This design comes from an exercise in tuning for small area, a short achievable clock period and few clock cycles per item on the open sky130 flow, not from production work. RTL that was checked went through simulation tests only; none was proved equivalent to the original.

Setup of maple:
## kitten_fabric_tile
module kitten_fabric_tile #(
    parameter N_PRE       = 4096,
    parameter N_POST      = 4096,
    parameter ADDRW_PRE   = 13,
    parameter ADDRW_CSR   = 18,
    parameter ADDRW_POST  = 12,
    parameter PACK_WIDTH  = 8,
    parameter BRAM_DELAY  = 1
) (
    input  wire                  clk,
    input  wire                  rst,
    input  wire                  i_step_start,
    input  wire                  i_proj_done,
    output wire                  o_step_done,
    input  wire                  i_pre_spike_valid,
    input  wire [15:0]           i_pre_spike_idx,
    input  wire                  i_pre_spike,
    output wire                  o_pre_spike_ready,
    output wire                  o_post_spike_valid,
    output wire [PACK_WIDTH-1:0] o_post_spike_data,
    input  wire                  i_post_spike_ready,
    output wire [ADDRW_PRE-1:0]  o_indptr_addr,
    input  wire [31:0]           i_indptr_data,
    output wire [ADDRW_CSR-1:0]  o_indices_addr,
    input  wire [31:0]           i_indices_data,
    output wire [ADDRW_CSR-1:0]  o_values_addr,
    input  wire [15:0]           i_values_q_data,
    input  wire [15:0]           i_scale_q,
    output wire [ADDRW_POST-1:0] o_I_addr,
    output wire                  o_I_we,
    output wire [31:0]           o_I_din,
    input  wire [31:0]           i_I_dout,
    output wire [ADDRW_POST-1:0] o_v_addr,
    output wire                  o_v_we,
    output wire [31:0]           o_v_din,
    input  wire [31:0]           i_v_dout,
    input  wire [15:0]           i_alpha,
    input  wire [15:0]           i_v_th
);
Settings: LEC_CHECK=0, ABC_AREA=1, CAP_MARGIN=20, CORE_MARGIN=2, CORE_UTILIZATION=68, CTS_CLUSTER_DIAMETER=100, CTS_CLUSTER_SIZE=22, SLEW_MARGIN=20; clock period 14.0 ns.
standard.sh (not shown) runs the stock make flow with config.mk's settings and CLKGATE_MAP_FILE= SYNTH_SCRIPT=/design/flow/synth_recipe.tcl, a recipe that flattens the netlist after the stock synthesis.
==> flow/flow/run.sh <==
#!/bin/bash
# The standard layout (standard.sh), with two changes:
#  - the port buffers are plain buf_1 cells instead of the delay buffers
#    buffer_ports picks by default;
#  - timing repair aims for 9.8 ns of setup slack at the design's clock
#    period (the SDC is unchanged), so the layout is optimised for speed.
# All tool output goes to standard_flow.log (and ORFS's own logs).
set -o pipefail
export BUFFER_PORTS_ARGS="-buffer_cell sky130_fd_sc_hd__buf_1"
bash standard.sh SETUP_SLACK_MARGIN=9.8 finish 2>&1 | tee standard_flow.log
Testbench counts of maple, summed over its fixed seeds: cycles 332,068, steps 24.
### maple -> willow
==> flow/flow/run.sh <==
#!/bin/bash
# Standard layout with plain buffers on the ports; timing repair aims
# SETUP_MARGIN ns beyond the clock period.
set -o pipefail
export BUFFER_PORTS_ARGS="-buffer_cell sky130_fd_sc_hd__buf_1"
bash standard.sh SETUP_SLACK_MARGIN=9.65 finish 2>&1 | tee standard_flow.log
--- a/flow/config.mk
+++ b/flow/config.mk
@@ -6,5 +6,4 @@
 export NUM_CORES = 4
 export LEC_CHECK = 0
-export ABC_AREA = 1
 export CAP_MARGIN = 20
 export CORE_MARGIN = 2
--- outcome ---
- Relative to maple, willow improves wire length of the first global-routing pass.
- [compare] base=maple new=willow: number of cells in the design after placement lost 15%, post-route fraction of the period consumed by the critical path picked up an extra 1.1 points, routed metal-1 wirelength lost about 5.4%, clock distribution area overhead in the final layout neither gained nor lost much.
- Delta (willow minus maple): total length of routed met2 wires fell by about 11%; half-perimeter wire length after detailed placement fell by 17%.
- maple reports its most frequent standard cell in the layout excluding fill and tap cells as nand2_1 while willow reports buf_1.
The following lists how onyx was set up differently from willow:
--- a/flow/flow/run.sh
+++ b/flow/flow/run.sh
@@ -4,3 +4,3 @@
 set -o pipefail
 export BUFFER_PORTS_ARGS="-buffer_cell sky130_fd_sc_hd__buf_1"
-bash standard.sh SETUP_SLACK_MARGIN=9.65 finish 2>&1 | tee standard_flow.log
+bash standard.sh SETUP_SLACK_MARGIN=9.5 finish 2>&1 | tee standard_flow.log
--- a/flow/config.mk
+++ b/flow/config.mk
@@ -8,5 +8,5 @@
 export CAP_MARGIN = 20
 export CORE_MARGIN = 2
-export CORE_UTILIZATION = 68
+export CORE_UTILIZATION = 55
 export CTS_CLUSTER_DIAMETER = 100
 export CTS_CLUSTER_SIZE = 22
==> comparison <==
- ~same clock insertion delay at the later pin of the skew report in onyx and willow
- Summary of the comparison: final non-filler cell area is lower in onyx, relative to willow.
- onyx finished all stages; the layout is clean.
- Global-route met2 utilization was lower in the run labelled onyx.
- Diff onyx and willow: horizontal die dimension higher in onyx

## the reference run
kitten_fabric_tile, a different RTL version from the one above (not shown whole).
Size in the first run: about 2700 cells after synthesis, roughly 330 flip-flops, ~370 I/O pins, ~0.025 sq mm of cells after synthesis.
==> flow/config.mk <==
export PLATFORM = sky130hd
export DESIGN_NAME = kitten_fabric_tile
export DESIGN_NICKNAME = kitten_fabric_tile
export VERILOG_FILES = /design/flow/design.v
export SDC_FILE = /design/flow/constraint.sdc
export NUM_CORES = 4
export LEC_CHECK = 0
export CAP_MARGIN = 40
export CORE_MARGIN = 2
export CORE_UTILIZATION = 55
export CTS_CLUSTER_DIAMETER = 100
export CTS_CLUSTER_SIZE = 30
export SLEW_MARGIN = 60
==> flow/constraint.sdc <==
create_clock -name core_clock -period 14.0 [get_ports {clk}]
set_input_delay 2.8000 -clock core_clock [delete_from_list [all_inputs] [get_ports {clk}]]
set_output_delay 2.8000 -clock core_clock [all_outputs]
set_load 0.01 [all_outputs]
==> flow/flow/run.sh <==
#!/bin/bash
# Standard layout with plain buffers on the ports; timing repair aims
# SETUP_MARGIN ns beyond the clock period.
set -o pipefail
export BUFFER_PORTS_ARGS="-buffer_cell sky130_fd_sc_hd__buf_1"
bash standard.sh SETUP_SLACK_MARGIN=9.5 finish 2>&1 | tee standard_flow.log
The reference run did not stop at any stage, and its layout met the timing, design-rule and antenna checks.
--- input diff the reference run..the trial run ---
- a deleted CTS_CLUSTER_DIAMETER that had been 100
- a deleted CTS_CLUSTER_SIZE that had been 30
Notes after the runs:
Portion of the clock cycle consumed by the worst path in the final layout is lower on the trial run. Re minimum clock period after layout: the reference run was higher than the trial run. Largest stage delay on the critical path: the reference run vs the trial run — no meaningful difference. Cell area | the trial run vs the reference run | the trial run larger. The trial run vs the reference run: global-route usage up. The trial run — count of buffering cells on the critical path with inverters included 1 lower, the reference run as reference.
Function was not checked in any run of this note: the RTL went through the layout flow alone.

kitten_fabric_tile, a different RTL version from the one above (not shown whole).
Size: ~2500 cells after synthesis, roughly 330 flip-flops, about 370 I/O pins, about 24000 um^2 of cells after synthesis.
==> flow/config.mk <==
export PLATFORM = sky130hd
export DESIGN_NAME = kitten_fabric_tile
export DESIGN_NICKNAME = kitten_fabric_tile
export VERILOG_FILES = /design/flow/design.v
export SDC_FILE = /design/flow/constraint.sdc
export NUM_CORES = 4
export LEC_CHECK = 0
export CAP_MARGIN = 40
export CORE_MARGIN = 2
export CORE_UTILIZATION = 55
export CTS_CLUSTER_DIAMETER = 70
export CTS_CLUSTER_SIZE = 26
export SLEW_MARGIN = 60
==> flow/constraint.sdc <==
create_clock -name core_clock -period 14.0 [get_ports {clk}]
set_input_delay 2.8000 -clock core_clock [delete_from_list [all_inputs] [get_ports {clk}]]
set_output_delay 2.8000 -clock core_clock [all_outputs]
set_load 0.01 [all_outputs]
Scripts as last shown in full above: flow/flow/run.sh
Then changed:
CTS_CLUSTER_DIAMETER = not set   (was 70)
CTS_CLUSTER_SIZE = not set   (was 26)
The changed run produced a clean layout.
Final area grows slightly.
Sequential share of layout area went down by 0.24 points.
Clock-buffer cell count came out higher by 25.
Maximum frequency went up slightly.
Routed wire length grows slightly.
Worst setup slack improved by 24 ps.
Then changed:
CTS_CLUSTER_DIAMETER = 100   (was not set)
CTS_CLUSTER_SIZE = 30   (was not set)
After rerunning:
- global-route usage falls by 0.50 points
- non-clock buffer count rose by 1
- clock skew came out higher by 6.3 ps
Then changed:
CTS_CLUSTER_SIZE = 22   (was 30)
GPL_TIMING_DRIVEN = 1   (was not set)
Synthesized area does not change.
Worst setup slack loses 19 ps.
Global-route usage stays flat.
No functional check of the RTL was part of any run of this note.

run 1:
kitten_fabric_tile with an RTL version that a note above also has.
For scale: about 2,900 cells after synthesis, ~330 flip-flops, ~370 I/O pins, ~24,000 um2 of cells after synthesis.
clock: 14.0 ns
lec_check: 0
abc_area: 1
cap_margin: 20
core_margin: 2
core_utilization: 68
cts_cluster_diameter: 100
cts_cluster_size: 22
slew_margin: 20
==> flow/flow/run.sh <==
#!/bin/bash
# Standard layout with plain buffers on the ports; timing repair aims
# SETUP_MARGIN ns beyond the clock period.
set -o pipefail
export BUFFER_PORTS_ARGS="-buffer_cell sky130_fd_sc_hd__buf_1"
bash standard.sh SETUP_SLACK_MARGIN=10.0 finish 2>&1 | tee standard_flow.log
Testbench counts of run 1, summed over its fixed seeds: cycles 332,068, steps 24.
> inputs changed (run 1 -> run 2)
==> flow/flow/run.sh <==
#!/bin/bash
# Standard layout with plain buffers on the ports; timing repair aims
# SETUP_MARGIN ns beyond the clock period.
set -o pipefail
export BUFFER_PORTS_ARGS="-buffer_cell sky130_fd_sc_hd__buf_1"
bash standard.sh SETUP_SLACK_MARGIN=9.65 finish 2>&1 | tee standard_flow.log
Notes after the runs:
Run 1 has a higher via count of the first global-routing pass than run 2.
Run 2 against run 1: cell count decreased by 64 relative to the old numbers.
Of run 1 and run 2, run 1 shows the lower top achievable clock speed, with run 2 above it.
Per the final summary, run 2 finished and its layout is clean on timing, DRC and antenna.
The setup slack of run 2 is larger than that of run 1.
Per the comparison of run 2 with run 1, global-route wire length before repair lost about 3.3%, via count lost about 3.6%.
Changes in run 3 relative to run 2:
Settings: ABC_AREA: 1 -> unset; CORE_UTILIZATION: 68 -> 55.
==> comparison <==
- Startpoint of the most critical setup path = izero: run 3; startpoint of the most critical setup path = acc[22]: run 2
- Compare run 3 and run 2 | time the worst path needs with I/O delays and setup higher: run 3
- Run 3 vs run 2 — number of antenna diodes rose 2.
- Summary: with run 2 as the reference, row count in run 3 moved up by more than 10%.
- Delta (run 3 minus run 2): portion of the layout cell area used by non-clock buffers has increased; non-filler instance count after layout now sits lower.
- Going from run 2 to run 3, effective utilization at floorplan shrinks by 13 points.
- The combined global-route utilization of all metal layers in run 3 sits 10 points below the value recorded for run 2.
Relative to run 3, the following input files were edited for run 4:
Settings: putting ABC_AREA at 1 where nothing was set; swapping 55 for 75 in CORE_UTILIZATION.
Findings:
Summary of run 4 over run 3: depth of the critical timing path with buffers and inverters included shows an increase of 11; sequential cell area fraction in the yosys report shows a reduction of 0.47 points; worst path setup slack after routing shows a reduction of 0.22 ns. Final instance area is higher on run 3. Compared with run 3, die area in run 4 decreased by more than a quarter. Worst setup path endpoint: o_I_din[0] -> run 3, c14 -> run 4. Delta (run 4 minus run 3): number of rows created at floorplan went down 11; die height went down 13%; setup slack after placement went up 0.11 ns; largest stage delay on the critical path held.
What run 5 does differently from run 4 at the input level:
Settings: CORE_UTILIZATION now 68, was 75.
==> flow/flow/run.sh <==
#!/bin/bash
# Standard layout with plain buffers on the ports; timing repair aims
# SETUP_MARGIN ns beyond the clock period.
set -o pipefail
export BUFFER_PORTS_ARGS="-buffer_cell sky130_fd_sc_hd__buf_1"
bash standard.sh SETUP_SLACK_MARGIN=9.8 finish 2>&1 | tee standard_flow.log
==> run summary <==
[compare] base=run 4 new=run 5: routed via count lower, worst-case reg-to-reg path depth lower, clock buffer count in the final layout lower, final cell count without fillers higher.
Global-route wire length before repair down about 2.8% in run 5 wrt run 4
#### Input delta (run 6 over run 5)
Settings: CORE_UTILIZATION now 55, was 68; ABC_AREA no longer set, was 1.
[summary]
In the reports for run 6 and run 5, the smaller register area share after synthesis belongs to run 5. On run 6: final design instance area without fill is 1.1% higher than what run 5 gave. Run 6 vs run 5 — number of well taps climbed by more than a quarter. Number of buffer and inverter instances along the worst setup path came out higher on run 6 than on run 5.

## what the ideal ports hide
How much do the figures lean on ideal ports? The routed layouts below were timed once more, with nothing changed but the port constraints. Step 1 assumes that a clkbuf_16 drives the clock port and a buf_2 every other input. Step 2 times the ports against the registers' clock, not the clock port: input delays grow and output delays shrink by t, the midpoint of the rising clock arrivals with the driver on. Three values: ideal ports, drivers, drivers and shift; two values: the first two.
run | shift t [ns] | slack for setup (ns) | worst setup path after step 2
maple | 0.607 | 9.737 / 9.683 / 9.759 | input to register
willow | 0.583 | 9.586 / 9.530 / 9.718 | register to register
onyx | 0.591 | 9.482 / 9.421 / 9.709 | register to register
the reference run | 0.603 | 9.522 / 9.461 / 9.547 | register to register
the trial run | 0.619 | 9.589 / 9.532 / 9.601 | register to register
the first run of note 3 | 0.633 | 9.582 / 9.523 / 9.614 | register to register
the second run of note 3 | 0.628 | 9.605 / 9.548 / 9.626 | register to register
the third run of note 3 | 0.607 | 9.603 / 9.580 / 9.603 | register to register
the fourth run of note 3 | 0.619 | 9.584 / 9.537 / 9.584 | register to register
run 1 | 0.615 | 9.431 / 9.431 / 9.360 | input to register
run 2 | 0.609 | 9.655 / 9.600 / 9.732 | register to register
run 3 | 0.617 | 9.615 / 9.553 / 9.707 | register to register
run 4 | 0.591 | 9.398 / 9.398 / 9.398 | register to register
run 5 | 0.607 | 9.737 / 9.683 / 9.759 | input to register
run 6 | 0.589 | 9.634 / 9.576 / 9.904 | register to register
After both steps every run listed still meets setup and hold. For run 1, which loses most, drivers alone change the setup slack by 0.000 ns; drivers and shift together by -0.071 ns.
